From an optimization exercise on the open Yosys and OpenROAD flow, aimed at small area, a short achievable clock period and few clock cycles per item; shortcuts taken in it are not production practice.
RTL that was checked went through simulation tests only; none was proved equivalent to the original.
Function not checked in run 1: the RTL went through the layout flow alone.

===== flow/run.sh =====
#!/bin/bash
# synth_recipe.tcl (not shown) runs the flow's synth.tcl, then flattens the netlist and writes it again
# the make line also repeats each setting of config.mk as NAME=value (left out here)
make -C /OpenROAD-flow-scripts/flow DESIGN_CONFIG=/design/flow/config.mk WORK_HOME=/design/flow/orfs CLKGATE_MAP_FILE= SYNTH_SCRIPT=/design/flow/synth_recipe.tcl finish

===== flow/config.mk =====
export PLATFORM = sky130hd
export DESIGN_NAME = SVD
export DESIGN_NICKNAME = SVD
export VERILOG_FILES = /design/flow/design.v
export SDC_FILE = /design/flow/constraint.sdc
export NUM_CORES = 4
export LEC_CHECK = 0
export CAP_MARGIN = 20
export CORE_MARGIN = 2
export CORE_UTILIZATION = 40
export SETUP_SLACK_MARGIN = 3.5
export SLEW_MARGIN = 20

===== flow/constraint.sdc =====
create_clock -name core_clock -period 8.0 [get_ports {clk}]
set_input_delay 1.6000 -clock core_clock [delete_from_list [all_inputs] [get_ports {clk}]]
set_output_delay 1.6000 -clock core_clock [all_outputs]
set_load 0.01 [all_outputs]

===== flow/design.v =====
`timescale 1ns/10ps
module SVD (
    clk,
    rst,
    we,
    oe,
    data_i,
    element_sel,
    ready,
    data_o_UV,
    data_o_S
);
input                clk;
input                rst;
input                we;
input                oe;
input         [1:0]  element_sel;
input         [4:0]  data_i;
output reg           ready;
output        [7:0]  data_o_UV;
output        [6:0]  data_o_S;
localparam IDLE = 2'd0;
localparam BUSY = 2'd1;
localparam OUT  = 2'd2;
reg  [1:0] st;
reg  [4:0] cnt;       
reg  [1:0] q;         
reg        kodd;      
reg        nf0, nf1;  
reg  [4:0] lo;        
reg  signed [17:0] R0, R1, R2, R3;
reg  signed [10:0] A0, A1, A2, A3;
reg  signed [10:0] B0, B1, B2, B3;
wire [4:0] cn = (st == IDLE) ? 5'd0 : (cnt == 5'd31) ? 5'd31 : cnt + 5'd1;
wire [4:0] jn = cn - 5'd7;
reg        rot, c7, sg, sn1, uvg, u27, u29;
reg  [3:0] sh;
always @(posedge clk or negedge rst) begin
    if (!rst) begin
        rot <= 1'b0; c7 <= 1'b0; sg <= 1'b0; sn1 <= 1'b0; uvg <= 1'b0; u27 <= 1'b0; u29 <= 1'b0;
        sh <= 4'd0;
    end else begin
        rot <= (cn >= 5'd7) & (cn <= 5'd26);
        c7  <= (st != OUT) & (cn == 5'd7);
        sh  <= jn[4:1];
        sg  <= (cn >= 5'd27) & (cn <= 5'd30);
        sn1 <= (cn == 5'd29) | (cn == 5'd30);
        uvg <= (cn >= 5'd26) & (cn <= 5'd29);
        u27 <= (cn == 5'd27);
        u29 <= (cn == 5'd29);
    end
end
reg  nz;
always @(*) begin
    case (q)
        2'd0: nz = |R2;
        2'd1: nz = |R3;
        2'd2: nz = |R1;
        default: nz = |R0;
    endcase
end
wire en   = rot & nz;
reg  sa;
function [17:0] addsub18;
    input [17:0] x;
    input [17:0] y;
    input        sub;
    reg   [18:0] t;
    begin
        t = {x, 1'b1} + {y ^ {18{sub}}, sub};
        addsub18 = t[18:1];
    end
endfunction
function [10:0] addsub11;
    input [10:0] x;
    input [10:0] y;
    input        sub;
    reg   [11:0] t;
    begin
        t = {x, 1'b1} + {y ^ {11{sub}}, sub};
        addsub11 = t[11:1];
    end
endfunction
function [17:0] shr18;
    input [17:0] x;
    input [3:0]  n;
    reg   [17:0] f;
    begin
        f = $signed(x) >>> n[1:0];
        shr18 = n[3] ? {{8{f[17]}}, f[17:8]} : n[2] ? {{4{f[17]}}, f[17:4]} : f;
    end
endfunction
function [10:0] shr11;
    input [10:0] x;
    input [3:0]  n;
    reg   [10:0] f;
    begin
        f = $signed(x) >>> n[1:0];
        shr11 = n[3] ? {{8{f[10]}}, f[10:8]} : n[2] ? {{4{f[10]}}, f[10:4]} : f;
    end
endfunction
wire [17:0] y0_s = shr18(R2, sh);
wire [17:0] y2_s = shr18(R0, sh);
wire [17:0] y1_s = shr18(R3, sh);
wire [17:0] y3_s = shr18(R1, sh);
wire [17:0] y0 = y0_s & {18{en}};
wire [17:0] y2 = y2_s & {18{en}};
wire [17:0] a3v = {{2{data_i[4]}}, data_i[3:0], lo, 7'd0};
wire [17:0] y1 = (c7 ? a3v : y1_s) & {18{en}};
wire [17:0] x3 = c7 ? a3v : R3;
wire [17:0] y3 = y3_s & {18{en}};
wire [17:0] s0 = addsub18(R0, y0, sa);
wire [17:0] s2 = addsub18(R2, y2, ~sa);
wire [17:0] s1 = addsub18(R1, y1, sa);
wire [17:0] s3 = addsub18(x3, y3, ~sa);
wire [10:0] z0_s = shr11(A1, sh);
wire [10:0] z1_s = shr11(A0, sh);
wire [10:0] z2_s = shr11(A3, sh);
wire [10:0] z3_s = shr11(A2, sh);
wire [10:0] z0 = z0_s & {11{en}};
wire [10:0] z1 = z1_s & {11{en}};
wire [10:0] z2 = z2_s & {11{en}};
wire [10:0] z3 = z3_s & {11{en}};
wire [1:0] qn = q + 2'd1;
wire dn = (qn[0] ^ qn[1]) ? (s0[17] ^ s1[17]) : (s2[17] ^ s3[17]);
always @(posedge clk) sa <= dn ^ qn[1];
wire [10:0] u0 = addsub11(A0, z0, sa);
wire [10:0] u1 = addsub11(A1, z1, ~sa);
wire [10:0] u2 = addsub11(A2, z2, sa);
wire [10:0] u3 = addsub11(A3, z3, ~sa);
function [17:0] gainS;
    input [17:0] x;
    input        neg;
    reg   [26:0] xs;
    reg   [26:0] t;
    begin
        xs = {{9{x[17]}}, x};
        t = (xs << 8) - (xs << 6) - (xs << 2) - {17'd0, neg, 9'd0};
        gainS = t[26:9] ^ {18{neg}};
    end
endfunction
function [10:0] gainUV;
    input [10:0] x;
    input        neg;
    reg   [19:0] xs;
    reg   [19:0] t;
    begin
        xs = {{9{x[10]}}, x};
        t = (xs << 8) + (xs << 6) - (xs << 4) + (xs << 2) + xs - {10'd0, neg, 9'd0};
        gainUV = t[19:9] ^ {11{neg}};
    end
endfunction
wire sgain  = sg;
wire uvgain = uvg;
wire uvn0   = (u27 & nf0) | (u29 & nf1);
always @(posedge clk or negedge rst) begin
    if (!rst) begin
        st    <= IDLE;
        cnt   <= 5'd0;
        q     <= 2'd0;
        ready <= 1'b1;
        kodd  <= 1'b0;
    end else begin
        q <= (st == IDLE) ? 2'd1 : q + 2'd1;
        case (st)
            IDLE: begin
                cnt <= 5'd0;
                if (we) st <= BUSY;
            end
            BUSY: begin
                if (cnt != 5'd31) cnt <= cnt + 5'd1;
                if (cnt == 5'd0) ready <= 1'b0;
                if (cnt == 5'd28) ready <= 1'b1;
                kodd <= 1'b1;
                if (oe && cnt >= 5'd30) st <= OUT;
            end
            OUT: begin
                if (cnt != 5'd31) cnt <= cnt + 5'd1;
                kodd <= ~kodd;
                if (!kodd && element_sel == 2'd3) st <= IDLE;
            end
            default: st <= IDLE;
        endcase
    end
end
wire load = (st == BUSY) & ~cnt[4] & ~cnt[3];
wire [17:0] ldv = {{2{data_i[4]}}, data_i[3:0], lo, 7'd0};
wire ldR2 = load & (cnt[2:0] == 3'd1);
wire ldR3 = load & cnt[0] & (cnt[2] ^ cnt[1]);
wire ldI  = load & (cnt[2:0] == 3'd6);
always @(posedge clk) begin
    if (load & ~cnt[0]) lo <= data_i;
    if (uvg & ~u27 & ~u29 & ~sg) begin
        nf0 <= s2[17];
        nf1 <= s1[17];
    end
    R0 <= s2;
    R1 <= sgain ? gainS(R0, sn1 ? nf1 : nf0) : s0;
    R2 <= ldR2 ? ldv : s3;
    R3 <= ldR3 ? ldv : s1;
    if (ldI) begin
        A0 <= 11'd512; A1 <= 11'd0; A2 <= 11'd0; A3 <= 11'd512;
        B0 <= 11'd512; B1 <= 11'd0; B2 <= 11'd0; B3 <= 11'd512;
    end else begin
        A0 <= uvgain ? gainUV(B0, uvn0) : B0;
        A1 <= B1;
        A2 <= uvgain ? gainUV(B2, uvn0) : B2;
        A3 <= B3;
        B0 <= u1; B1 <= u0; B2 <= u3; B3 <= u2;
    end
end
wire [1:0] qx = (st == IDLE) ? 2'd1 : q + 2'd1;
wire       kn = (st == BUSY) ? 1'b1 : (st == OUT) ? ~kodd : kodd;
wire bkn = kn ? qx[0] : ~qx[0];
wire swn = kn ? (qx[0] ^ qx[1]) : qx[1];
reg [1:0] qs0, qs1, qs2, qs3, us0, us1, us2, us3;
always @(posedge clk) begin
    qs0 <= qx;
    qs1 <= qx + 2'd1;
    qs2 <= qx + 2'd3;
    qs3 <= qx + 2'd2;
    us0 <= {bkn, swn};
    us1 <= {bkn, ~swn};
    us2 <= {~bkn, swn};
    us3 <= {~bkn, ~swn};
end
wire outen = (st == OUT);
wire [6:0] H0 = {7{outen}} & (kodd ? R0[10:4] : R0[17:11]);
wire [6:0] H1 = {7{outen}} & (kodd ? R1[10:4] : R1[17:11]);
wire [6:0] H2 = {7{outen}} & (kodd ? R2[10:4] : R2[17:11]);
wire [6:0] H3 = {7{outen}} & (kodd ? R3[10:4] : R3[17:11]);
function [6:0] hp;
    input [1:0] p;
    input [6:0] h0, h1, h2, h3;
    case (p)
        2'd0: hp = h0;
        2'd1: hp = h1;
        2'd2: hp = h3;
        default: hp = h2;
    endcase
endfunction
wire [6:0] BS0 = hp(qs0, H0, H1, H2, H3);
wire [6:0] BS1 = hp(qs1, H0, H1, H2, H3);
wire [6:0] BS2 = hp(qs2, H0, H1, H2, H3);
wire [6:0] BS3 = hp(qs3, H0, H1, H2, H3);
function [7:0] uvb;
    input [1:0]  sel;
    input        en;
    input [10:0] v0, v1, v2, v3;
    reg   [10:0] v;
    begin
        case (sel)
            2'd0: v = v0;
            2'd1: v = v1;
            2'd2: v = v2;
            default: v = v3;
        endcase
        uvb = {8{en}} & v[10:3];
    end
endfunction
wire [7:0] BU0 = uvb(us0, outen, A0, A1, B0, B1);
wire [7:0] BU1 = uvb(us1, outen, A0, A1, B0, B1);
wire [7:0] BU2 = uvb(us2, outen, B2, B3, A2, A3);
wire [7:0] BU3 = uvb(us3, outen, B2, B3, A2, A3);
reg [6:0] os;
reg [7:0] ou;
always @(*) begin
    case (element_sel)
        2'd0: begin os = BS0; ou = BU0; end
        2'd1: begin os = BS1; ou = BU1; end
        2'd2: begin os = BS2; ou = BU2; end
        default: begin os = BS3; ou = BU3; end
    endcase
end
assign data_o_S  = os;
assign data_o_UV = ou;
endmodule

==> key figures, run 1 <==
Worst setup path
  • R2R Path Start: R1[14]
  • Cell-by-cell trace of the critical path: or4_1 > o41a_1 > o41ai_4 > buf_4 > buf_12 > a211oi_1 > xor2_1 > ha_1 > buf_4 > buf_4 > nand3_4 > o21ai_1 > a21o_1 > o41a_1 > a41oi_2 > mux2i_2 > nor2_4 > xnor2_2 > buf_4 > mux2i_1 > mux2i_1
  • Worst setup path class: reg2reg
  • Crit path from: R1[14]
  • Reg-to-Reg End: sa
  • Largest stage delay, worst path: 0.53 ns
  • Crit path arrival time: roughly 5.4 ns
  • Worst path required time: 8.38 ns
  • Cells on worst reg2reg path: 21
  • Critical Path Fanout Max: 5
  • CP startpoint kind: register
  • Critical path's most frequent cell: buf_4
  • Setup crit end kind: register
  • FF-to-FF setup slack: between 2 and 3 ns
  • Worst path slowest cell: or4_1
  • End of the critical path: sa

Global routing
  • Overflow left after global routing: 0
  • Vias in the first global route: roughly 21000
  • First-pass GRT wire length: between 100000 and 150000 um
  • Total track usage: 0.243
  • Antenna violations before repair: 1
  • Largest net degree at the start of global routing: 80

Yosys
  • Top cell type's share of synthesized area: 0.144
  • Post-synthesis compound-gate area fraction: 0.169
  • Post-Syn Nets: roughly 3100
  • Synth Register Bits: 200
  • Predominant post-synthesis flop cell: dfxtp_1
  • Largest family of logic cells by synthesized area: adder cells
  • Async SR Flop Fraction: 0.110
  • Synthesized cell area: ~24000 um2
  • Dominant cells by area after synthesis: dfxtp_1 14%, ha_1 14%, mux4_2 11%
  • Synth Area in XOR/XNOR: 0.109
  • Post-synth EDFFs: 7
  • Yosys top cell by area: dfxtp_1
  • Mean Syn Cell Area: 8.57 um2
  • Synth Area in Adders: 0.192
  • Register area share after synthesis: 0.175
  • Yosys cell types: 78
  • Multiplexer share of the synthesized area: 0.166
  • Synthesized netlist cell count: 2783
  • Synth Warn #: 1
  • Simple-gate share of the synthesized area: 0.129

Clock tree
  • CTS buffer count: 17
  • CTS tree: built
  • CTS Root Cell: clkbuf_16
  • Worst skew pair latency: 0.49 ns
  • Clk buf depth: 2
  • H-tree depth: 4
  • Hold buffers post-CTS: 0
  • Clock-pin slew on the worst setup and hold paths: around 0.09 ns
  • CTS Sinks: 200

Timing
  • Fmax: approximately 0.20 GHz
  • Slew HR: 0.308
  • Fin crit share: 0.631
  • Final hold viol count: 0
  • Tmin final: between 5 and 6 ns
  • Final hold slack: 0.425 ns
  • Total negative slack: 0 ns
  • Slew Viols, Final: 0
  • Clock Skews: 0.0165 ns
  • Final WS setup: between 2 and 3 ns
  • Final setup vio count: 0
  • RSZ-0062 raised after global routing: yes
  • Least-Margin Pin Slew: 1.04 ns

Cells and area
  • # fillers: 5517
  • Final core occ: 0.484
  • Diodes inserted: 0
  • Area grow syn2layout: 19.9%
  • Design area: ~29000 um2
  • Non-Filler Instances: 3688
  • Most frequent cells in the layout: 247 x ha_1, 231 x nor2_1, 212 x nand2_1, 211 x inv_1, 179 x xnor2_1
  • Final #Nets: 3239
  • Commonest non-fill, non-tap cell in the layout: ha_1
  • Share of post-route cells with drive strength above 1: 0.231

Floorplan
  • DIE WIDTH: 248 um
  • Core area: a little under 60000 um2
  • Initial Utilization: 0.404
  • Cell row count: 89
  • DIE AREA: 61600 um2
  • Die height: between 200 and 250 um
  • I/O pin cnt: 27

Min path
  • Hold WC Path Type: reg2reg
  • Start point of the worst hold path: B3[0]

Placement
  • Setup WS pre-CTS: 1.89 ns
  • GPL Wtd Cong: 0.952
  • Port bufs: 26
  • Final HPWL DP: 51800 um
  • Placed Instance Area: around 25000 um2
  • Placed insts: 3457

Detailed routing
  • Number of DRC markers in iteration 0: around 1600
  • First drt pass iteration count: 5
  • Metal2 WL: 36700 um
  • Avg WL per Cell: around 21 um
  • WL met3: 4680 um
  • M1 WL: 32500 um
  • Final ANT Viol Nets: 0
  • DRC errors left: 0
  • Aggregate routed wire length: between 70000 and 80000 um
  • DR vias: around 21000
  • Highest routed layer: met4
  • Drt via density: 5.79

Outcome
  • Outcome: no timing/DRC/antenna violations

Job
  • Max_cap viols: 0
==> cell usage after synthesis, types with 3 or more instances <==
master	number
ha_1	260
nor2_1	248
o21ai_0	218
inv_1	217
nand2_1	216
a21oi_1	189
xnor2_1	186
dfxtp_1	171
clkbuf_1	124
mux4_2	112
xor2_1	110
mux2i_1	102
fa_1	66
a211oi_1	43
nor3_1	42
a21o_1	40
mux2_2	37
o21a_1	33
nor2b_1	31
and2_1	30
nand2b_1	27
nand3_1	24
buf_1	21
dfrtp_1	21
o211ai_1	21
o21bai_1	21
a21boi_0	15
nor4_1	15
o31ai_1	14
or3_1	14
a31oi_1	9
and3_1	7
edfxtp_1	7
buf_2	6
o41a_1	6
or2_2	6
a41oi_1	4
nor3b_1	4
o31a_1	4
a22o_1	3
and4_1	3
nand3b_1	3
o2111ai_1	3
==> flip-flops by register name, summed over array words and instances (netlist names), 4 cells and up <==
| signal | flops |
|---|---|
| R3 | 18 |
| B2 | 11 |
| A3 | 11 |
| A2 | 11 |
| cnt | 5 |
| R2 | 18 |
| R0 | 18 |
| R1 | 18 |
| B0 | 11 |
| lo | 5 |
| A0 | 11 |
| B3 | 11 |
| B1 | 11 |
| sh | 4 |
| A1 | 11 |
==> worst max-delay path: cells and delay by family (launching register included) <==
family          cells  cell delay [ns]
compound gates      7             1.83
buf+inv             5             0.72
simple gates        3             0.71
flops               1             0.37
xor+xnor            2             0.37
fa+ha+maj           1             0.36
mux                 3             0.56
==> kinds of logic (layout without fill, tap and decap cells) <==
family / Yosys count / after routing
simple gates: 682 / 682
compound gates: 655 / 656
buf+inv: 372 / 503
fa+ha+maj: 326 / 326
xor+xnor: 297 / 297
mux: 251 / 251
flops: 200 / 200
==> routing by layer <==
metal	track usage	vias to the layer above
li1	-	10000
met2	0.411	693
met3	0.0289	134
met5	0	-
met1	0.318	10500
met4	0.0933	0
==> final cells by class <==
type                            count  area [um2]  share of cell area
Tap cell                          773         967              0.0338
Timing Repair Buffer              251        2410              0.0842
Sequential cell                   200        4270               0.149
Clock inverter                     15         199             0.00696
Inverter                          219         833              0.0291
Timing Repair inverter              1        7.51            0.000263
Clock buffer                       17         425              0.0149
Multi-Input combinational cell   2212       19500               0.681
==> worst min path at each step <==
stage / endpoint / slack, ns / cells after the start
after floorplan: A1[0] / 0.41 / 1
after global routing: A3[0] / 0.44 / 1
after detailed placement: A1[0] / 0.41 / 1
after global placement: A1[2] / 0.41 / 1
after CTS: A1[0] / 0.43 / 1
final: A3[0] / 0.42 / 1
==> repair_timing <==
| action | in CTS | in global routing |
|---|---|---|
| hold endpoints to repair | 0 | 0 |
| setup endpoints to repair | 87 | 74 |
| buffers inserted | 123 | 68 |
| resized for setup | 272 | 171 |
| gates cloned | 7 | 1 |
| pin swaps | 152 | 153 |
==> run 2: changes to the inputs <==
--- a/flow/design.v
+++ b/flow/design.v
@@ -36,3 +36,3 @@
 reg        rot, c7, sg, sn1, uvg, u27, u29;
-reg  [3:0] sh;
+reg  [3:0] sh, shn;    
 always @(posedge clk or negedge rst) begin
@@ -40,3 +40,3 @@
         rot <= 1'b0; c7 <= 1'b0; sg <= 1'b0; sn1 <= 1'b0; uvg <= 1'b0; u27 <= 1'b0; u29 <= 1'b0;
-        sh <= 4'd0;
+        sh <= 4'd0; shn <= 4'hf;
     end else begin
@@ -45,2 +45,3 @@
         sh  <= jn[4:1];
+        shn <= ~jn[4:1];
         sg  <= (cn >= 5'd27) & (cn <= 5'd30);
@@ -105,20 +106,14 @@
 wire [17:0] y3_s = shr18(R1, sh);
-wire [17:0] y0 = y0_s & {18{en}};
-wire [17:0] y2 = y2_s & {18{en}};
 wire [17:0] a3v = {{2{data_i[4]}}, data_i[3:0], lo, 7'd0};
-wire [17:0] y1 = (c7 ? a3v : y1_s) & {18{en}};
+wire [17:0] y1 = c7 ? a3v : y1_s;
 wire [17:0] x3 = c7 ? a3v : R3;
-wire [17:0] y3 = y3_s & {18{en}};
-wire [17:0] s0 = addsub18(R0, y0, sa);
-wire [17:0] s2 = addsub18(R2, y2, ~sa);
-wire [17:0] s1 = addsub18(R1, y1, sa);
-wire [17:0] s3 = addsub18(x3, y3, ~sa);
-wire [10:0] z0_s = shr11(A1, sh);
-wire [10:0] z1_s = shr11(A0, sh);
-wire [10:0] z2_s = shr11(A3, sh);
-wire [10:0] z3_s = shr11(A2, sh);
-wire [10:0] z0 = z0_s & {11{en}};
-wire [10:0] z1 = z1_s & {11{en}};
-wire [10:0] z2 = z2_s & {11{en}};
-wire [10:0] z3 = z3_s & {11{en}};
+wire [17:0] s0 = en ? addsub18(R0, y0_s, sa) : R0;
+wire [17:0] s2 = en ? addsub18(R2, y2_s, ~sa) : R2;
+wire [17:0] s1 = en ? addsub18(R1, y1, sa) : R1;
+wire [17:0] s3 = en ? addsub18(x3, y3_s, ~sa) : x3;
+wire [3:0]  shu = ~shn;
+wire [10:0] z0 = shr11(A1, shu);
+wire [10:0] z1 = shr11(A0, shu);
+wire [10:0] z2 = shr11(A3, shu);
+wire [10:0] z3 = shr11(A2, shu);
 wire [1:0] qn = q + 2'd1;
@@ -126,6 +121,6 @@
 always @(posedge clk) sa <= dn ^ qn[1];
-wire [10:0] u0 = addsub11(A0, z0, sa);
-wire [10:0] u1 = addsub11(A1, z1, ~sa);
-wire [10:0] u2 = addsub11(A2, z2, sa);
-wire [10:0] u3 = addsub11(A3, z3, ~sa);
+wire [10:0] u0 = en ? addsub11(A0, z0, sa) : A0;
+wire [10:0] u1 = en ? addsub11(A1, z1, ~sa) : A1;
+wire [10:0] u2 = en ? addsub11(A2, z2, sa) : A2;
+wire [10:0] u3 = en ? addsub11(A3, z3, ~sa) : A3;
 function [17:0] gainS;
--- a/flow/config.mk
+++ b/flow/config.mk
@@ -10,3 +10,3 @@
 export CORE_UTILIZATION = 40
-export SETUP_SLACK_MARGIN = 3.5
+export SETUP_SLACK_MARGIN = 3.6
 export SLEW_MARGIN = 20
==> key figures, run 2 <==
Outcome
  • Outcome: no timing/DRC/antenna violations

Floorplan
  • Initial Utilization: 0.403 (-0.00102)
  • DIE WIDTH: 256 um (+3.0%)
  • Cell row count: 92 (+3.4%)
  • Core area: 62900 um2 (+6.5%)
  • Die height: 256 um (+3.0%)
  • I/O pin cnt: 27 (unchanged)
  • DIE AREA: 65400 um2 (+6.1%)

Worst setup path
  • Worst path required time: 6.40 ns (-1.98 ns)
  • Worst setup path class: in2out
  • Crit path arrival time: 2.97 ns (-2.45 ns)
  • Largest stage delay, worst path: 0.51 ns (-0.02 ns)
  • Cell-by-cell trace of the critical path: buf_12 > mux2i_4 > buf_12 > mux4_2 > o211a_1 > buf_2
  • Setup crit end kind: output port
  • Critical path's most frequent cell: buf_12
  • CP startpoint kind: primary input
  • Critical Path Fanout Max: 7 (+2)
  • Worst path slowest cell: mux4_2

Global routing
  • Vias in the first global route: 21500 (+2.9%)
  • Overflow left after global routing: 0 (unchanged)
  • First-pass GRT wire length: 123000 um (+5.6%)
  • Largest net degree at the start of global routing: 78 (-2.5%)
  • Total track usage: 0.234 (-0.00896)
  • Antenna violations before repair: 0 (-1)

Yosys
  • Most frequent cell after synthesis: nand2_1
  • Synth Register Bits: 204 (+2.0%)
  • Post-synth EDFFs: 7 (unchanged)
  • Synth Area in XOR/XNOR: 0.103 (-0.00616)
  • Synthesized cell area: 25300 um2 (+6.2%)
  • Largest family of logic cells by synthesized area: adder cells
  • Async SR Flop Fraction: 0.127 (+0.0175)
  • Synth top cells by count: 287 x nand2_1, 278 x a21oi_1, 263 x ha_1
  • Top cell type's share of synthesized area: 0.135 (-0.00841)
  • Simple-gate share of the synthesized area: 0.150 (+0.0204)
  • Yosys cell types: 84 (+7.7%)
  • Post-Syn Nets: 3412 (+9.4%)
  • Multiplexer share of the synthesized area: 0.158 (-0.00839)
  • Predominant post-synthesis flop cell: dfxtp_1
  • Yosys top cell by area: dfxtp_1
  • Synth Area in Adders: 0.180 (-0.0113)
  • Synth Warn #: 1 (unchanged)
  • Post-synthesis compound-gate area fraction: 0.179 (+0.00994)
  • Synthesized netlist cell count: 3074 (+10%)
  • Register area share after synthesis: 0.169 (-0.00613)
  • Dominant cells by area after synthesis: dfxtp_1 14%, ha_1 13%, xnor2_1 8.6%
  • Mean Syn Cell Area: 8.24 um2 (-3.8%)

Timing
  • Final hold slack: 0.422 ns (-0.00329 ns)
  • Final WS setup: 3.43 ns (+0.472 ns)
  • Fin crit share: 0.572 (-0.0590)
  • Total negative slack: 0 ns (unchanged)
  • Slew Viols, Final: 0 (unchanged)
  • Slew HR: 0.325 (+0.0172)
  • Least-Margin Pin Slew: 1.01 ns (-0.0288 ns)
  • Final setup vio count: 0 (unchanged)
  • Tmin final: 4.57 ns (-0.472 ns)
  • RSZ-0062 raised after global routing: yes
  • Fmax: 0.219 GHz (+10%)
  • Final hold viol count: 0 (unchanged)
  • Clock Skews: 0.0157 ns (-0.000838 ns)

Cells and area
  • Commonest non-fill, non-tap cell in the layout: nand2_1
  • Area grow syn2layout: 15.8%
  • Final core occ: 0.467 (-0.0177)
  • Most frequent cells in the layout: 284 x nand2_1, 259 x ha_1, 246 x xnor2_1, 243 x a21oi_1, 232 x nor2_1
  • Diodes inserted: 0 (unchanged)
  • Final #Nets: 3427 (+5.8%)
  • # fillers: 6166 (+12%)
  • Share of post-route cells with drive strength above 1: 0.172 (-0.0594)

Clock tree
  • Clock-pin slew on the worst setup and hold paths: 0.05 ns (-0.04 ns)
  • CTS tree: built
  • CTS buffer count: 25 (+8)
  • H-tree depth: 1 (-3)
  • CTS Sinks: 204 (+2.0%)
  • Worst skew pair latency: 0.57 ns (+0.08 ns)
  • CTS Root Cell: clkbuf_16
  • Clk buf depth: 3 (+1)

Detailed routing
  • Aggregate routed wire length: 79900 um (+4.3%)
  • DR vias: 22700 (+6.3%)
  • Avg WL per Cell: 20.2 um (-2.7%)
  • Drt via density: 5.74 (-0.87%)
  • First drt pass iteration count: 8 (+3)
  • DRC errors left: 0 (unchanged)
  • Final ANT Viol Nets: 0 (unchanged)
  • Number of DRC markers in iteration 0: 2053 (+28%)

Min path
  • Hold WC Path Type: reg2reg

Placement
  • Port bufs: 26 (unchanged)
  • Final HPWL DP: 55300 um (+6.6%)
  • GPL Wtd Cong: 0.935 (-1.7%)
  • Setup WS pre-CTS: 2.35 ns (+0.456 ns)

Job
  • Max_cap viols: 0 (unchanged)
run 2: cell count changes in the layout (fill, tap and decap cells not counted), sizes merged, moves of 14 or more:
cell    previous run  this run
a21oi            189       279
xnor2            187       249
buf              235       134
xor2             110        47
mux2i            102       141
clkbuf            21        35
nand2            216       287
nand3             24        39
o21a              33        15
and3               7        21
nor2b             31        47
mux4             112        94
run 2: path summary, 6_finish.rpt:
kind	start	endpoint	slack, ns	cells after the start
max	element_sel[0]	data_o_UV[0]	3.43	6
min	B1[0]	A1[0]	0.42	1
max reg2reg	sh[1]	sa	3.45	19
min reg2reg	B1[0]	A1[0]	0.42	1
max in group asynchronous	rst	ready	6.25	2
min in group asynchronous	rst	st[0]	1.43	2
run 2: layer usage:
metal,global-route usage,wire (um),share of wire,up-vias
li1,-,-,-,10900
met1,0.327,35800,0.45,10900
met2,0.377,36000,0.45,808
met3,0.0228,5070,0.063,165
met4,0.0851,3060,0.038,0
met5,0,0,0,-
run 2: worst max-delay path, delay by kind of cell:
kind	cells	cell delay, ns
AOI/OAI and AO/OA	1	0.22
buffers and inverters	3	0.40
muxes	2	0.75
run 2: area by class of cell:
type / count / area (um2) / area share
clock buffers: 32 / 672 / 0.0229
flip-flops and latches: 204 / 4350 / 0.148
multi-input cells: 2470 / 20400 / 0.696
well taps: 846 / 1060 / 0.0361
repair buffers: 157 / 1790 / 0.0609
clock inverters: 14 / 191 / 0.00653
inverters: 231 / 876 / 0.0299
run 2: repair_timing:
action                     4_1_cts  5_1_grt
setup endpoints to repair       71       60
gates resized for setup        221      176
cloned                          11        2
setup buffers                   52       39
pin swaps                       45       92
hold buffers                     0        0
run 2: cell families (layout without fill, tap and decap cells):
| group | count (synthesis) | after routing |
|---|---|---|
| adders and majority gates | 327 | 327 |
| xor gates and xnor gates | 297 | 297 |
| and+or+nand+nor | 819 | 819 |
| AOI/OAI and AO/OA | 752 | 752 |
| buffers and inverters | 400 | 434 |
| DFF | 204 | 204 |
| muxes | 275 | 275 |
run 2: per-stage QoR:
stage	cell area [um2]	instances
after detailed placement	26300	3804
final	29300	3954
after global placement	26300	3804
after floorplan	25400	3074
after CTS	28400	3913
after global routing	29300	3954
Testbench counts of run 2, summed over its fixed seeds: cycles 7,680, items 192.
==> run 3: changes to the inputs <==
--- a/flow/config.mk
+++ b/flow/config.mk
@@ -10,3 +10,3 @@
 export CORE_UTILIZATION = 40
-export SETUP_SLACK_MARGIN = 3.6
+export SETUP_SLACK_MARGIN = 3.1
 export SLEW_MARGIN = 20
==> key figures, run 3 <==
Outcome
  • Outcome: no timing/DRC/antenna violations

Timing
  • Least-Margin Pin Slew: 1.07 ns (+0.0569 ns)
  • RSZ-0062 raised after global routing: yes
  • Final hold viol count: 0 (unchanged)
  • Final hold slack: 0.426 ns (+0.00454 ns)
  • Slew HR: 0.290 (-0.0359)
  • Final setup vio count: 0 (unchanged)
  • Tmin final: 4.82 ns (+0.250 ns)
  • Fmax: 0.207 GHz (-5.2%)
  • Final WS setup: 3.18 ns (-0.250 ns)
  • Clock Skews: 0.0206 ns (+0.00489 ns)
  • Fin crit share: 0.603 (+0.0313)
  • Total negative slack: 0 ns (unchanged)
  • Slew Viols, Final: 0 (unchanged)

Cells and area
  • Most frequent cells in the layout: 287 x nand2_1, 274 x a21oi_1, 263 x ha_1, 247 x xnor2_1, 236 x nor2_1
  • Storage cell area: 4320 um2 (-0.52%)
  • Commonest non-fill, non-tap cell in the layout: nand2_1
  • Final core occ: 0.438 (-0.0291)
  • Share of post-route cells with drive strength above 1: 0.0961 (-0.0757)
  • Diodes inserted: 0 (unchanged)
  • # fillers: 6344 (+2.9%)
  • Area grow syn2layout: 8.58%
  • Final #Nets: 3337 (-2.6%)
  • Design area: 27500 um2 (-6.2%)
  • Multi-input logic area: 19700 um2 (-3.6%)

Placement
  • Setup WS pre-CTS: 2.18 ns (-0.164 ns)
  • Port bufs: 26 (unchanged)
  • Final HPWL DP: 55900 um (+1.1%)
  • GPL Wtd Cong: 0.939 (+0.43%)
  • Placed Instance Area: 26200 um2 (-0.12%)

Worst setup path
  • CP delay by family, top: multiplexers
  • Setup crit end kind: output port
  • Critical Path Fanout Max: 37 (+30)
  • CP bufs+invs: 2 (-1)
  • Worst path required time: 6.40 ns (about the same)
  • Critical path's most frequent cell: mux4_2
  • Worst setup path class: reg2out
  • Cell-by-cell trace of the critical path: buf_12 > mux2i_1 > nor2b_1 > mux4_2 > mux4_2 > clkdlybuf4s50_1
  • Worst path slowest cell: mux4_2
  • Largest stage delay, worst path: 0.52 ns (about the same)
  • Crit path arrival time: 3.22 ns (+0.25 ns)
  • CP startpoint kind: register

Global routing
  • Overflow left after global routing: 0 (unchanged)
  • Total track usage: 0.226 (-0.00817)
  • Vias in the first global route: 20900 (-2.5%)
  • First-pass GRT wire length: 119000 um (-3.5%)
  • Largest net degree at the start of global routing: 74 (-5.1%)
  • Antenna violations before repair: 0 (unchanged)

Yosys
  • Predominant post-synthesis flop cell: dfxtp_1
  • Synthesized netlist cell count: 3074 (unchanged)
  • Top cell type's share of synthesized area: 0.135 (unchanged)
  • Post-Syn Nets: 3412 (unchanged)
  • Post-synth EDFFs: 7 (unchanged)
  • Synth top cells by count: 287 x nand2_1, 278 x a21oi_1, 263 x ha_1
  • Mean Syn Cell Area: 8.24 um2 (unchanged)
  • Register area share after synthesis: 0.169 (unchanged)
  • Yosys top cell by area: dfxtp_1
  • Most frequent cell after synthesis: nand2_1
  • Dominant cells by area after synthesis: dfxtp_1 14%, ha_1 13%, xnor2_1 8.6%
  • Synth Warn #: 1 (unchanged)
  • Synthesized cell area: 25300 um2 (unchanged)
  • Async SR Flop Fraction: 0.127 (unchanged)
  • Yosys cell types: 84 (unchanged)
  • Synth Register Bits: 204 (unchanged)

Detailed routing
  • Aggregate routed wire length: 76600 um (-4.1%)
  • Drt via density: 5.72 (-0.43%)
  • Avg WL per Cell: 19.8 um (-1.8%)
  • DRC errors left: 0 (unchanged)
  • Final ANT Viol Nets: 0 (unchanged)
  • Number of DRC markers in iteration 0: 1885 (-8.2%)
  • First drt pass iteration count: 6 (-2)
  • DR vias: 22100 (-2.7%)

Clock tree
  • CTS Root Cell: clkbuf_16
  • Clk buf depth: 3 (unchanged)
  • Hold buffers post-CTS: 0 (unchanged)
  • CTS buffer count: 24 (-4.0%)
  • CTS Sinks: 204 (unchanged)
  • CTS tree: built
  • Clock-pin slew on the worst setup and hold paths: 0.06 ns (about the same)
  • H-tree depth: 1 (unchanged)
  • Worst skew pair latency: 0.55 ns (-0.02 ns)

Floorplan
  • I/O pin cnt: 27 (unchanged)
  • Die height: 256 um (unchanged)
  • Cell row count: 92 (unchanged)
  • DIE AREA: 65400 um2 (unchanged)
  • Core area: 62900 um2 (unchanged)
  • DIE WIDTH: 256 um (unchanged)
  • Initial Utilization: 0.403 (unchanged)

Min path
  • Hold WC Path Type: reg2reg

Job
  • Max_cap viols: 0 (unchanged)
[run 3: changes by cell type in the layout (fill, tap and decap cells not counted), moves of 15 or more]
cell,before,now
buf_4,89,26
a21oi_2,34,5
o21ai_0,139,177
a21oi_1,243,274
mux2i_1,118,133
o21ai_2,26,3
[run 3: cell families (layout without fill, tap and decap cells)]
group,after synthesis,in the layout,synth area share
adder cells (fa/ha/maj),327,327,0.180
XOR/XNOR,297,297,0.103
AO/OA/AOI/OAI,752,752,0.179
AND/OR/NAND/NOR,819,819,0.150
buffers and inverters,400,343,0.0606
multiplexers,275,275,0.158
flip-flops,204,204,0.169
[run 3: final cells by class]
class                      instances  share of cell area
sequential                       204               0.157
inverter                         231              0.0317
timing repair buffer              68              0.0273
multi-input combinational       2470               0.715
tap                              846              0.0385
clock inverter                    15             0.00600
clock buffer                      29              0.0244
[run 3: timing repair]
item	4_1_cts	5_1_grt
setup buffers	6	11
setup endpoints to repair	42	32
cloned	0	1
pin swaps	0	4
endpoints found under the hold margin	0	0
resized for setup	33	69
[run 3: worst paths after layout]
path                       start          end  slack, ns  depth (start not counted)
setup / recovery            kodd  data_o_S[3]       3.18                          6
hold / removal             B1[0]        A1[0]       0.43                          1
setup reg to reg           sh[1]           sa       3.30                         21
hold reg to reg            B1[0]        A1[0]       0.43                          1
max in group asynchronous    rst       shn[0]       6.24                          2
min in group asynchronous    rst        st[0]       1.43                          2
[run 3: layer usage]
metal | wire length [um] | up-vias | part of all wire | GRT usage
met1 | 34200 | 10500 | 0.45 | 0.307
met2 | 34700 | 767 | 0.45 | 0.368
li1 | - | 10700 | - | -
met5 | 0 | - | 0 | 0
met3 | 4810 | 146 | 0.063 | 0.0285
met4 | 2910 | 0 | 0.038 | 0.0851
[run 3: through the flow]
| stage | std cells |
|---|---|
| 3_3_place_gp | 3801 |
| 6_report | 3863 |
| 5_1_grt | 3863 |
| 3_5_place_dp | 3801 |
| 4_1_cts | 3851 |
| 2_1_floorplan | 3074 |
[run 3: worst register-to-register path, delay by kind of cell (launching register included)]
kind | cells | cell delay (ns)
and+or+nand+nor | 3 | 0.70
muxes | 1 | 0.15
DFF | 1 | 0.51
AOI/OAI and AO/OA | 12 | 2.02
buffers and inverters | 2 | 0.32
xor gates and xnor gates | 2 | 0.56
adders and majority gates | 1 | 0.38
==> run 4: changes to the inputs <==
--- a/flow/config.mk
+++ b/flow/config.mk
@@ -10,3 +10,3 @@
 export CORE_UTILIZATION = 40
-export SETUP_SLACK_MARGIN = 3.1
+export SETUP_SLACK_MARGIN = 3.3
 export SLEW_MARGIN = 20
==> key figures, run 4 <==
Outcome
  • Outcome: no timing/DRC/antenna violations

Floorplan
  • Die height: 256 um (unchanged)
  • DIE WIDTH: 256 um (unchanged)
  • Core area: 62900 um2 (unchanged)
  • Initial Utilization: 0.403 (unchanged)
  • I/O pin cnt: 27 (unchanged)
  • DIE AREA: 65400 um2 (unchanged)
  • Cell row count: 92 (unchanged)

Timing
  • Total negative slack: 0 ns (unchanged)
  • Slew Viols, Final: 0 (unchanged)
  • Slew HR: 0.307 (+0.0171)
  • Clock Skews: 0.0346 ns (+0.0140 ns)
  • Final hold slack: 0.424 ns (-0.00159 ns)
  • Final hold viol count: 0 (unchanged)
  • RSZ-0062 raised after global routing: yes
  • Fmax: 0.212 GHz (+2.2%)
  • Least-Margin Pin Slew: 1.04 ns (-0.0301 ns)
  • Tmin final: 4.72 ns (-0.104 ns)
  • Final setup vio count: 0 (unchanged)
  • Fin crit share: 0.590 (-0.0130)

Clock tree
  • Clk buf depth: 3 (unchanged)
  • CTS tree: built
  • Hold buffers post-CTS: 0 (unchanged)
  • Worst skew pair latency: 0.58 ns (+0.03 ns)
  • CTS Root Cell: clkbuf_16
  • Clock-pin slew on the worst setup and hold paths: 0.06 ns (about the same)
  • H-tree depth: 1 (unchanged)
  • CTS buffer count: 26 (+8.3%)
  • CTS Sinks: 204 (unchanged)

Yosys
  • Mean Syn Cell Area: 8.24 um2 (unchanged)
  • Synthesized cell area: 25300 um2 (unchanged)
  • Synthesized netlist cell count: 3074 (unchanged)
  • Predominant post-synthesis flop cell: dfxtp_1
  • Synth Area in Adders: 0.180 (unchanged)
  • Simple-gate share of the synthesized area: 0.150 (unchanged)
  • Synth Area in XOR/XNOR: 0.103 (unchanged)
  • Multiplexer share of the synthesized area: 0.158 (unchanged)
  • Post-synth EDFFs: 7 (unchanged)
  • Async SR Flop Fraction: 0.127 (unchanged)
  • Dominant cells by area after synthesis: dfxtp_1 14%, ha_1 13%, xnor2_1 8.6%
  • Register area share after synthesis: 0.169 (unchanged)
  • Post-synthesis compound-gate area fraction: 0.179 (unchanged)
  • Synth Register Bits: 204 (unchanged)
  • Most frequent cell after synthesis: nand2_1
  • Top cell type's share of synthesized area: 0.135 (unchanged)
  • Post-Syn Nets: 3412 (unchanged)
  • Synth Warn #: 1 (unchanged)
  • Largest family of logic cells by synthesized area: adder cells
  • Yosys cell types: 84 (unchanged)
  • Yosys top cell by area: dfxtp_1
  • Synth top cells by count: 287 x nand2_1, 278 x a21oi_1, 263 x ha_1

Placement
  • Port bufs: 26 (unchanged)
  • Placed insts: 3802 (+0.026%)
  • GPL Wtd Cong: 0.906 (-3.5%)
  • Final HPWL DP: 55300 um (-1.0%)

Detailed routing
  • Aggregate routed wire length: 77200 um (+0.80%)
  • First drt pass iteration count: 6 (unchanged)
  • Final ANT Viol Nets: 0 (unchanged)
  • DR vias: 22000 (-0.29%)
  • Number of DRC markers in iteration 0: 1811 (-3.9%)
  • Avg WL per Cell: 19.9 um (+0.18%)
  • DRC errors left: 0 (unchanged)
  • Drt via density: 5.66 (-0.90%)

Cells and area
  • # fillers: 6323 (-0.33%)
  • Diodes inserted: 0 (unchanged)
  • Commonest non-fill, non-tap cell in the layout: nand2_1
  • Storage cell area: 4330 um2 (about the same)
  • Multi-input logic area: 19700 um2 (+0.37%)
  • Non-Filler Instances: 3887 (+0.62%)
  • Most frequent cells in the layout: 287 x nand2_1, 267 x a21oi_1, 262 x ha_1, 248 x xnor2_1, 236 x nor2_1
  • Final #Nets: 3359 (+0.66%)
  • Share of post-route cells with drive strength above 1: 0.110 (+0.0144)
  • Area grow syn2layout: 9.88%

Worst setup path
  • CP bufs+invs: 5 (+3)
  • Crit path from: element_sel[0]
  • Setup crit end kind: output port
  • Worst path slowest cell: mux4_2
  • CP startpoint kind: primary input
  • Largest stage delay, worst path: 0.47 ns (-0.05 ns)
  • Crit path arrival time: 3.12 ns (-0.10 ns)
  • Cell-by-cell trace of the critical path: buf_8 > buf_12 > mux2i_4 > buf_6 > buf_4 > mux4_2 > o211a_1 > buf_2
  • Worst setup path class: in2out
  • CP delay by family, top: multiplexers
  • Worst path required time: 6.40 ns (about the same)
  • Critical Path Fanout Max: 4 (-89%)
  • R2R Path Start: sh[0]

Job
  • Max_cap viols: 0 (unchanged)

Global routing
  • Overflow left after global routing: 0 (unchanged)
  • First-pass GRT wire length: 122000 um (+2.4%)
  • Vias in the first global route: 21100 (+0.73%)
  • Antenna violations before repair: 0 (unchanged)
  • Total track usage: 0.232 (+0.00570)
  • Largest net degree at the start of global routing: 89 (+20%)

Min path
  • Hold WC Path Type: reg2reg
  • Start point of the worst hold path: B1[1]
[run 4: cell counts after synthesis]
No cell type changed its count.
[run 4: final timing paths]
check	endpoint	slack, ns	cells after the start
setup / recovery	data_o_UV[6]	3.28	8
setup reg to reg	sa	3.32	18
hold reg to reg	A1[1]	0.42	1
max in group asynchronous	shn[2]	6.24	2
hold / removal	A1[1]	0.42	1
min in group asynchronous	st[0]	1.41	2
[run 4: layer usage]
layer  GRT usage  vias up  wire, um
met5           0        -         0
met4      0.0804        0      2970
met3      0.0288      153      4940
met2       0.373      747     34700
met1       0.321    10400     34700
li1            -    10700         -
[run 4: stage by stage]
step / area (um2) / setup WS, ns / util
floorplan: 25400 / 3.33 / -
global placement: 26200 / 2.21 / 0.417
detailed placement: 26200 / 2.19 / 0.417
CTS: 27600 / 3.19 / 0.439
global route: 27800 / 3.18 / 0.443
finish: 27800 / 3.28 / 0.443
[run 4: cell type report]
cell class	count	share of cell area
tap	846	0.0380
inverter	231	0.0314
sequential	204	0.155
clock buffer	36	0.0273
multi-input combinational	2470	0.709
clock inverter	12	0.00526
timing repair buffer	88	0.0336
[run 4: logic make-up after synthesis]
| kind of cell | Yosys count |
|---|---|
| muxes | 275 |
| and+or+nand+nor | 819 |
| DFF | 204 |
| buffers and inverters | 400 |
| xor gates and xnor gates | 297 |
| AOI/OAI and AO/OA | 752 |
| adders and majority gates | 327 |
[run 4: what timing repair did]
action                                 4_1_cts  5_1_grt
cloned                                       2        0
buffers inserted                            29        6
resized for setup                           82       74
endpoints found under the hold margin        0        0
pin swaps                                    1        9
setup endpoints to repair                   52       44
==> run 5: changes to the inputs <==
--- a/flow/config.mk
+++ b/flow/config.mk
@@ -10,3 +10,3 @@
 export CORE_UTILIZATION = 40
-export SETUP_SLACK_MARGIN = 3.3
+export SETUP_SLACK_MARGIN = 3.2
 export SLEW_MARGIN = 20
==> key figures, run 5 <==
Worst setup path
  • Cell-by-cell trace of the critical path: buf_12 > mux2i_2 > nor2b_1 > mux4_2 > mux4_2 > clkdlybuf4s50_1
  • FF-to-FF setup slack: 3.36 ns (+0.04 ns)
  • CP delay by family, top: multiplexers
  • Crit path arrival time: 3.16 ns (+0.04 ns)
  • Worst path slowest cell: clkdlybuf4s50_1
  • Setup crit end kind: output port
  • End of the critical path: data_o_S[3]
  • CP startpoint kind: register
  • Worst setup path class: reg2out
  • Cells on worst reg2reg path: 18 (unchanged)
  • Crit path from: kodd
  • Worst path required time: 6.40 ns (about the same)
  • Reg-to-Reg End: R3[16]
  • Largest stage delay, worst path: 0.49 ns (+0.02 ns)
  • R2R Path Start: sh[1]
  • Critical Path Fanout Max: 26 (+22)
  • Critical path's most frequent cell: mux4_2
  • WP depth: 6 (-2)
  • CP bufs+invs: 2 (-3)

Detailed routing
  • Metal2 WL: 35700 um (+3.1%)
  • Number of DRC markers in iteration 0: 1782 (-1.6%)
  • M1 WL: 35200 um (+1.4%)
  • Avg WL per Cell: 20.0 um (+0.54%)
  • DRC errors left: 0 (unchanged)
  • First drt pass iteration count: 6 (unchanged)
  • WL met3: 4350 um (-12%)
  • Drt via density: 5.69 (+0.49%)
  • DR vias: 22100 (+0.26%)
  • Final ANT Viol Nets: 0 (unchanged)
  • Highest routed layer: met4
  • Aggregate routed wire length: 77500 um (+0.31%)

Yosys
  • Synth top cells by count: 287 x nand2_1, 278 x a21oi_1, 263 x ha_1
  • Mean Syn Cell Area: 8.24 um2 (unchanged)
  • Synth Register Bits: 204 (unchanged)
  • Post-synth EDFFs: 7 (unchanged)
  • Predominant post-synthesis flop cell: dfxtp_1
  • Post-Syn Nets: 3412 (unchanged)
  • Synthesized netlist cell count: 3074 (unchanged)
  • Register area share after synthesis: 0.169 (unchanged)
  • Yosys cell types: 84 (unchanged)
  • Synthesized cell area: 25300 um2 (unchanged)
  • Synth Warn #: 1 (unchanged)
  • Top cell type's share of synthesized area: 0.135 (unchanged)
  • Most frequent cell after synthesis: nand2_1
  • Yosys top cell by area: dfxtp_1
  • Dominant cells by area after synthesis: dfxtp_1 14%, ha_1 13%, xnor2_1 8.6%
  • Async SR Flop Fraction: 0.127 (unchanged)

Placement
  • Final HPWL DP: 55700 um (+0.77%)
  • Placed insts: 3803 (+0.026%)
  • Port bufs: 26 (unchanged)
  • Placed Instance Area: 26200 um2 (about the same)
  • GPL Wtd Cong: 0.939 (+3.6%)

Clock tree
  • Clk buf depth: 3 (unchanged)
  • CTS buffer count: 25 (-3.8%)
  • CTS tree: built
  • CTS Root Cell: clkbuf_16
  • Clock-pin slew on the worst setup and hold paths: 0.06 ns (about the same)
  • Worst skew pair latency: 0.56 ns (-0.02 ns)
  • CTS Sinks: 204 (unchanged)
  • H-tree depth: 1 (unchanged)

Cells and area
  • Commonest non-fill, non-tap cell in the layout: nand2_1
  • Share of post-route cells with drive strength above 1: 0.105 (-0.00561)
  • Design area: 27800 um2 (-0.31%)
  • Area grow syn2layout: 9.55%
  • Final core occ: 0.442 (-0.00135)
  • Most frequent cells in the layout: 287 x nand2_1, 270 x a21oi_1, 262 x ha_1, 248 x xnor2_1, 236 x nor2_1
  • Diodes inserted: 0 (unchanged)
  • Non-Filler Instances: 3878 (-0.23%)
  • Final #Nets: 3352 (-0.21%)

Timing
  • Clock Skews: 0.0157 ns (-0.0189 ns)
  • Slew Viols, Final: 0 (unchanged)
  • Least-Margin Pin Slew: 0.977 ns (-0.0586 ns)
  • RSZ-0062 raised after global routing: yes
  • Final hold viol count: 0 (unchanged)
  • Fmax: 0.210 GHz (-0.76%)
  • Total negative slack: 0 ns (unchanged)
  • Final setup vio count: 0 (unchanged)
  • Tmin final: 4.76 ns (+0.0363 ns)
  • Fin crit share: 0.595 (+0.00454)
  • Slew HR: 0.349 (+0.0421)

Global routing
  • First-pass GRT wire length: 122000 um (-0.23%)
  • Overflow left after global routing: 0 (unchanged)
  • Total track usage: 0.231 (-0.00120)
  • Antenna violations before repair: 0 (unchanged)
  • Vias in the first global route: 21300 (+1.0%)
  • Largest net degree at the start of global routing: 90 (+1.1%)

Floorplan
  • Cell row count: 92 (unchanged)
  • DIE AREA: 65400 um2 (unchanged)
  • Initial Utilization: 0.403 (unchanged)
  • Die height: 256 um (unchanged)
  • Core area: 62900 um2 (unchanged)
  • I/O pin cnt: 27 (unchanged)
  • DIE WIDTH: 256 um (unchanged)

Job
  • Max_cap viols: 0 (unchanged)

Min path
  • Hold WC Path Type: reg2reg
  • Hold Path Depth: 1 (unchanged)

Outcome
  • Outcome: no timing/DRC/antenna violations
[run 5: cell counts after synthesis]
Identical to the previous run, type by type.
[run 5: cell families after synthesis]
logic type | after synthesis | share of synthesized area
xor+xnor | 297 | 0.103
flops | 204 | 0.169
mux | 275 | 0.158
simple gates | 819 | 0.150
fa+ha+maj | 327 | 0.180
buf+inv | 400 | 0.0606
compound gates | 752 | 0.179
[run 5: area by class of cell]
cell class / count / area (um2)
well taps: 846 / 1060
multi-input cells: 2470 / 19700
flip-flops and latches: 204 / 4330
fillers: 6385 / 35100
clock inverters: 11 / 144
repair buffers: 82 / 920
clock buffers: 34 / 689
inverters: 231 / 876
[run 5: worst min-delay path by stage]
stage,start,to,slack (ns)
floorplan,B1[0],A1[0],0.41
global route,B3[2],A3[2],0.44
finish,B1[1],A1[1],0.42
detailed placement,B1[2],A1[2],0.41
global placement,B1[2],A1[2],0.41
CTS,B1[1],A1[1],0.42
[run 5: routing by layer]
metal	GRT usage	vias to the layer above
li1	-	10700
met5	0	-
met2	0.382	677
met4	0.0622	0
met3	0.0283	124
met1	0.317	10600
[run 5: timing repair]
| item | in CTS | in global routing |
|---|---|---|
| cloned | 2 | 2 |
| gates resized for setup | 64 | 75 |
| setup buffers | 10 | 16 |
| hold buffers | 0 | 0 |
| pin swaps | 0 | 11 |
| endpoints found under the setup margin | 47 | 40 |
[run 5: per-stage QoR]
stage | setup slack (ns) | hold WS, ns
final | 3.24 | 0.425
after global routing | 3.18 | 0.438
after CTS | 3.20 | 0.424
after detailed placement | 2.25 | 0.410
after global placement | 2.26 | 0.410
after floorplan | 3.22 | 0.406
==> run 6: changes to the inputs <==
--- a/flow/config.mk
+++ b/flow/config.mk
@@ -10,2 +10,3 @@
 export CORE_UTILIZATION = 40
+export PLACE_DENSITY = 0.75
 export SETUP_SLACK_MARGIN = 3.2
==> key figures, run 6 <==
Floorplan
  • Core area: 62900 um2 (unchanged)
  • Die height: 256 um (unchanged)
  • Cell row count: 92 (unchanged)
  • I/O pin cnt: 27 (unchanged)
  • DIE AREA: 65400 um2 (unchanged)
  • DIE WIDTH: 256 um (unchanged)
  • Initial Utilization: 0.403 (unchanged)

Outcome
  • Outcome: no timing/DRC/antenna violations

Timing
  • Slew Viols, Final: 0 (unchanged)
  • Final setup vio count: 0 (unchanged)
  • RSZ-0062 raised after global routing: yes
  • Tmin final: 4.81 ns (+0.0571 ns)
  • Slew HR: 0.296 (-0.0522)
  • Fmax: 0.208 GHz (-1.2%)
  • Fin crit share: 0.602 (+0.00714)
  • Least-Margin Pin Slew: 1.06 ns (+0.0783 ns)
  • Final hold slack: 0.430 ns (+0.00516 ns)
  • Final hold viol count: 0 (unchanged)
  • Clock Skews: 0.0150 ns (-0.000679 ns)
  • Total negative slack: 0 ns (unchanged)

Detailed routing
  • DR vias: 22400 (+1.7%)
  • DRC errors left: 0 (unchanged)
  • Drt via density: 5.81 (+2.0%)
  • Number of DRC markers in iteration 0: 2413 (+35%)
  • Aggregate routed wire length: 74400 um (-4.0%)
  • Final ANT Viol Nets: 0 (unchanged)
  • Avg WL per Cell: 19.2 um (-3.7%)
  • First drt pass iteration count: 6 (unchanged)

Global routing
  • Vias in the first global route: 21600 (+1.5%)
  • Busiest grt layer: met2
  • Total track usage: 0.220 (-0.0111)
  • Overflow left after global routing: 0 (unchanged)
  • Antenna violations before repair: 1 (+1)
  • Largest net degree at the start of global routing: 91 (+1.1%)
  • GRT met1 Usage: 0.292 (-0.0247)
  • First-pass GRT wire length: 118000 um (-3.1%)
  • Met3 Use GR: 0.0363 (+0.00802)
  • M2 GR Usage: 0.353 (-0.0291)

Yosys
  • Register area share after synthesis: 0.169 (unchanged)
  • Post-synth EDFFs: 7 (unchanged)
  • Synthesized cell area: 25300 um2 (unchanged)
  • Synth Register Bits: 204 (unchanged)
  • Yosys cell types: 84 (unchanged)
  • Synthesized netlist cell count: 3074 (unchanged)
  • Async SR Flop Fraction: 0.127 (unchanged)
  • Yosys top cell by area: dfxtp_1
  • Top cell type's share of synthesized area: 0.135 (unchanged)
  • Most frequent cell after synthesis: nand2_1
  • Synth top cells by count: 287 x nand2_1, 278 x a21oi_1, 263 x ha_1
  • Post-Syn Nets: 3412 (unchanged)
  • Synth Warn #: 1 (unchanged)
  • Predominant post-synthesis flop cell: dfxtp_1
  • Dominant cells by area after synthesis: dfxtp_1 14%, ha_1 13%, xnor2_1 8.6%
  • Mean Syn Cell Area: 8.24 um2 (unchanged)

Placement
  • GPL Wtd Cong: 0.956 (+1.8%)
  • Final HPWL DP: 53400 um (-4.2%)
  • Port bufs: 26 (unchanged)

Clock tree
  • Clock-pin slew on the worst setup and hold paths: 0.06 ns (about the same)
  • Worst skew pair latency: 0.56 ns (about the same)
  • CTS Root Cell: clkbuf_16
  • H-tree depth: 1 (unchanged)
  • Clk buf depth: 3 (unchanged)
  • CTS Sinks: 204 (unchanged)
  • CTS buffer count: 23 (-8.0%)
  • Hold buffers post-CTS: 0 (unchanged)
  • CTS tree: built

Worst setup path
  • Crit path arrival time: 5.29 ns (+2.13 ns)
  • Critical Path Fanout Max: 30 (+15%)
  • Setup crit end kind: register
  • Worst path required time: 8.48 ns (+2.08 ns)
  • Worst setup path class: reg2reg
  • CP startpoint kind: register

Cells and area
  • Area grow syn2layout: 8.78%
  • Final #Nets: 3342 (-0.30%)
  • Diodes inserted: 0 (unchanged)
  • # fillers: 6061 (-5.1%)
  • Share of post-route cells with drive strength above 1: 0.0976 (-0.00723)
  • Commonest non-fill, non-tap cell in the layout: nand2_1
  • Most frequent cells in the layout: 287 x nand2_1, 269 x a21oi_1, 263 x ha_1, 249 x xnor2_1, 236 x nor2_1
  • Final core occ: 0.438 (-0.00309)

Min path
  • Hold WC Path Type: reg2reg

Job
  • Max_cap viols: 0 (unchanged)
[run 6: cell counts after synthesis]
No cell type changed its count.
[run 6: critical path, stage by stage, from the launching register on]
cell	delay, ns
dfrtp_4	0.53
buf_4	0.19
bufbuf_16	0.32
nand2_1	0.08
o21ai_0	0.08
o21ai_0	0.47
o21ai_0	0.16
o21ai_0	0.23
xnor2_1	0.10
ha_1	0.24
a21o_1	0.17
a21o_1	0.18
a21o_1	0.19
a21oi_1	0.15
o21bai_1	0.08
a21oi_1	0.13
o21ai_0	0.11
or3_1	0.41
a21oi_2	0.22
xnor3_1	0.38
mux2i_1	0.15
nor3b_2	0.16
[run 6: kinds of logic (layout without fill, tap and decap cells)]
kind of cell	Yosys count	in the layout	synth area share
compound gates	752	752	0.179
xor+xnor	297	297	0.103
fa+ha+maj	327	327	0.180
buf+inv	400	347	0.0606
flops	204	204	0.169
mux	275	275	0.158
simple gates	819	819	0.150
[run 6: layout make-up]
class | count | area, um2 | area share
clock inverter | 9 | 103 | 0.00372
timing repair buffer | 74 | 845 | 0.0306
inverter | 231 | 883 | 0.0321
sequential | 204 | 4320 | 0.157
multi-input combinational | 2470 | 19700 | 0.714
tap | 846 | 1060 | 0.0384
clock buffer | 33 | 684 | 0.0248
[run 6: layer usage]
| metal | wire [um] | vias to the layer above |
|---|---|---|
| met5 | 0 | - |
| met4 | 3180 | 0 |
| met3 | 6050 | 207 |
| met2 | 33500 | 928 |
| met1 | 31600 | 10600 |
| li1 | - | 10700 |
[run 6: worst paths after layout]
kind	start	endpoint	slack, ns	cells after the start
hold reg to reg	B1[0]	A1[0]	0.43	1
hold / removal	B1[0]	A1[0]	0.43	1
setup / recovery	sh[1]	sa	3.19	21
min in group asynchronous	rst	cnt[3]	1.43	2
setup reg to reg	sh[1]	sa	3.19	21
max in group asynchronous	rst	shn[2]	6.26	2
[run 6: what timing repair did]
item                       CTS  global route
cloned                       2             1
resized for setup           53            54
pin swaps                    3             4
setup endpoints to repair   62            39
setup buffers               10            11
[run 6: stage by stage]
stage	std cells	setup WS, ns	cell area (um2)
floorplan	3074	3.22	25300
global placement	3801	2.05	26200
detailed placement	3801	2.01	26200
CTS	3855	3.01	27300
global route	3867	2.99	27600
finish	3867	3.19	27600
==> run 7: changes to the inputs <==
--- a/flow/config.mk
+++ b/flow/config.mk
@@ -10,4 +10,4 @@
 export CORE_UTILIZATION = 40
-export PLACE_DENSITY = 0.75
 export SETUP_SLACK_MARGIN = 3.2
 export SLEW_MARGIN = 20
+export TNS_END_PERCENT = 10
==> key figures, run 7 <==
Global routing
  • Overflow left after global routing: 0 (unchanged)
  • Total track usage: 0.227 (+0.00733)
  • First-pass GRT wire length: 120000 um (+1.8%)
  • Largest net degree at the start of global routing: 84 (-7.7%)
  • Antenna violations before repair: 0 (-1)

Worst setup path
  • Worst path slowest cell: mux4_2
  • Largest stage delay, worst path: 0.48 ns (-0.05 ns)
  • Critical Path Fanout Max: 7 (-77%)
  • Worst setup path class: in2out
  • Cell-by-cell trace of the critical path: buf_4 > mux2i_4 > buf_12 > mux4_2 > o211a_1 > clkdlybuf4s50_1
  • Worst path required time: 6.40 ns (-2.08 ns)
  • Setup crit end kind: output port
  • CP bufs+invs: 3 (+1)
  • FF-to-FF setup slack: 3.22 ns (+0.03 ns)

Cells and area
  • Final core occ: 0.438 (about the same)
  • Most frequent cells in the layout: 287 x nand2_1, 272 x a21oi_1, 263 x ha_1, 249 x xnor2_1, 236 x nor2_1
  • Storage cell area: 4320 um2 (about the same)
  • Share of post-route cells with drive strength above 1: 0.0939 (-0.00377)
  • Design area: 27500 um2 (about the same)
  • Final #Nets: 3343 (+0.030%)

Timing
  • Fin crit share: 0.618 (+0.0164)
  • Final WS setup: 3.06 ns (-0.131 ns)
  • Final hold viol count: 0 (unchanged)
  • Total negative slack: 0 ns (unchanged)
  • Least-Margin Pin Slew: 0.917 ns (-0.138 ns)
  • Tmin final: 4.94 ns (+0.131 ns)
  • Slew Viols, Final: 0 (unchanged)
  • Final setup vio count: 0 (unchanged)

Detailed routing
  • DRC errors left: 0 (unchanged)
  • WL met3: 4640 um (-23%)
  • M1 WL: 34200 um (+8.2%)
  • First drt pass iteration count: 5 (-1)
  • Avg WL per Cell: 19.7 um (+2.3%)
  • Final ANT Viol Nets: 0 (unchanged)
  • DR vias: 21900 (-2.4%)
  • Highest routed layer: met4
  • Aggregate routed wire length: 76200 um (+2.4%)

Yosys
  • Synth Warn #: 1 (unchanged)
  • Top cell type's share of synthesized area: 0.135 (unchanged)
  • Async SR Flop Fraction: 0.127 (unchanged)
  • Yosys cell types: 84 (unchanged)
  • Mean Syn Cell Area: 8.24 um2 (unchanged)
  • Yosys top cell by area: dfxtp_1
  • Synth Register Bits: 204 (unchanged)
  • Synth top cells by count: 287 x nand2_1, 278 x a21oi_1, 263 x ha_1
  • Post-synth EDFFs: 7 (unchanged)
  • Most frequent cell after synthesis: nand2_1

Clock tree
  • Clk buf depth: 3 (unchanged)
  • CTS buffer count: 26 (+13%)
  • CTS tree: built
  • Worst skew pair latency: 0.57 ns (about the same)
  • H-tree depth: 1 (unchanged)
  • CTS Sinks: 204 (unchanged)
  • Clock-pin slew on the worst setup and hold paths: 0.06 ns (about the same)
  • Hold buffers post-CTS: 0 (unchanged)
  • CTS Root Cell: clkbuf_16

Floorplan
  • DIE WIDTH: 256 um (unchanged)
  • I/O pin cnt: 27 (unchanged)
  • DIE AREA: 65400 um2 (unchanged)
  • Initial Utilization: 0.403 (unchanged)

Min path
  • Hold WC Path Type: reg2reg

Outcome
  • Outcome: no timing/DRC/antenna violations

Placement
  • Port bufs: 26 (unchanged)
  • GPL Wtd Cong: 0.924 (-3.3%)
## run 7: cell counts after synthesis
Identical to the previous run, type by type.
## run 7: logic make-up after synthesis
group,after synthesis,share of synthesized area
AOI/OAI and AO/OA,752,0.179
xor gates and xnor gates,297,0.103
adders and majority gates,327,0.180
buffers and inverters,400,0.0606
DFF,204,0.169
muxes,275,0.158
and+or+nand+nor,819,0.150
## run 7: final timing paths
check | startpoint | endpoint | cells after the start
max in group asynchronous | rst | shn[0] | 2
hold reg to reg | B1[0] | A1[0] | 1
min in group asynchronous | rst | st[1] | 2
setup reg to reg | R0[16] | sa | 18
hold / removal | B1[0] | A1[0] | 1
setup / recovery | element_sel[0] | data_o_UV[5] | 6
## run 7: area by class of cell
| class | count | area share |
|---|---|---|
| Clock buffer | 35 | 0.0260 |
| Clock inverter | 13 | 0.00636 |
| Inverter | 231 | 0.0317 |
| Multi-Input combinational cell | 2470 | 0.713 |
| Sequential cell | 204 | 0.157 |
| Tap cell | 846 | 0.0384 |
| Timing Repair Buffer | 72 | 0.0276 |
## run 7: through the flow
step | cells | hold WS [ns]
detailed placement | 3803 | 0.412
finish | 3871 | 0.427
global route | 3871 | 0.442
CTS | 3855 | 0.427
floorplan | 3074 | 0.406
global placement | 3803 | 0.408
## run 7: metal layers
layer  track usage  vias up
li1              -    10700
met3        0.0277      157
met5             0        -
met4        0.0770        0
met1         0.312    10300
met2         0.369      737
## run 7: repair_timing
item                                    in CTS  in global routing
cloned                                       0                  1
pin swaps                                    0                  6
buffers inserted                             4                 15
resized for setup                           36                 42
endpoints found under the setup margin      49                 41

==> what the ideal ports hide <==
The flow's constraints put no driver on any port. The routed layouts listed below were extracted and timed again, unchanged, in two steps. Step 1, drivers: a clkbuf_16 drives clk and a buf_2 each remaining input, both assumed. Step 2 times the ports against the registers' clock, not the clock port: input delays grow and output delays shrink by t, the midpoint of the rising clock arrivals with the driver on. Three values: ideal ports, drivers, drivers and shift; two values: the first two.
run | t (ns) | slack for setup (ns) | hold slack, ns | clock arrival spread, ns | pins driven straight from the clock port
run 1 | 0.548 | 2.955 / 2.955 / 2.955 | 0.425 / 0.425 / 0.425 | 0.016 / 0.017 | 1
run 2 | 0.625 | 3.427 / 3.366 / 3.123 | 0.422 / 0.422 / 0.422 | 0.015 / 0.016 | 1
run 3 | 0.603 | 3.176 / 3.118 / 2.895 | 0.426 / 0.426 / 0.426 | 0.022 / 0.021 | 1
run 4 | 0.625 | 3.280 / 3.225 / 3.050 | 0.424 / 0.424 / 0.424 | 0.036 / 0.037 | 1
run 5 | 0.620 | 3.244 / 3.180 / 2.884 | 0.425 / 0.425 / 0.425 | 0.016 / 0.016 | 1
run 6 | 0.611 | 3.187 / 3.187 / 2.732 | 0.430 / 0.430 / 0.430 | 0.015 / 0.015 | 1
run 7 | 0.620 | 3.056 / 3.011 / 2.746 | 0.427 / 0.427 / 0.427 | 0.018 / 0.018 | 1
After both steps setup and hold are still met in every run listed. For run 6, which loses most, drivers alone change the setup slack by 0.000 ns; drivers and shift together by -0.455 ns.
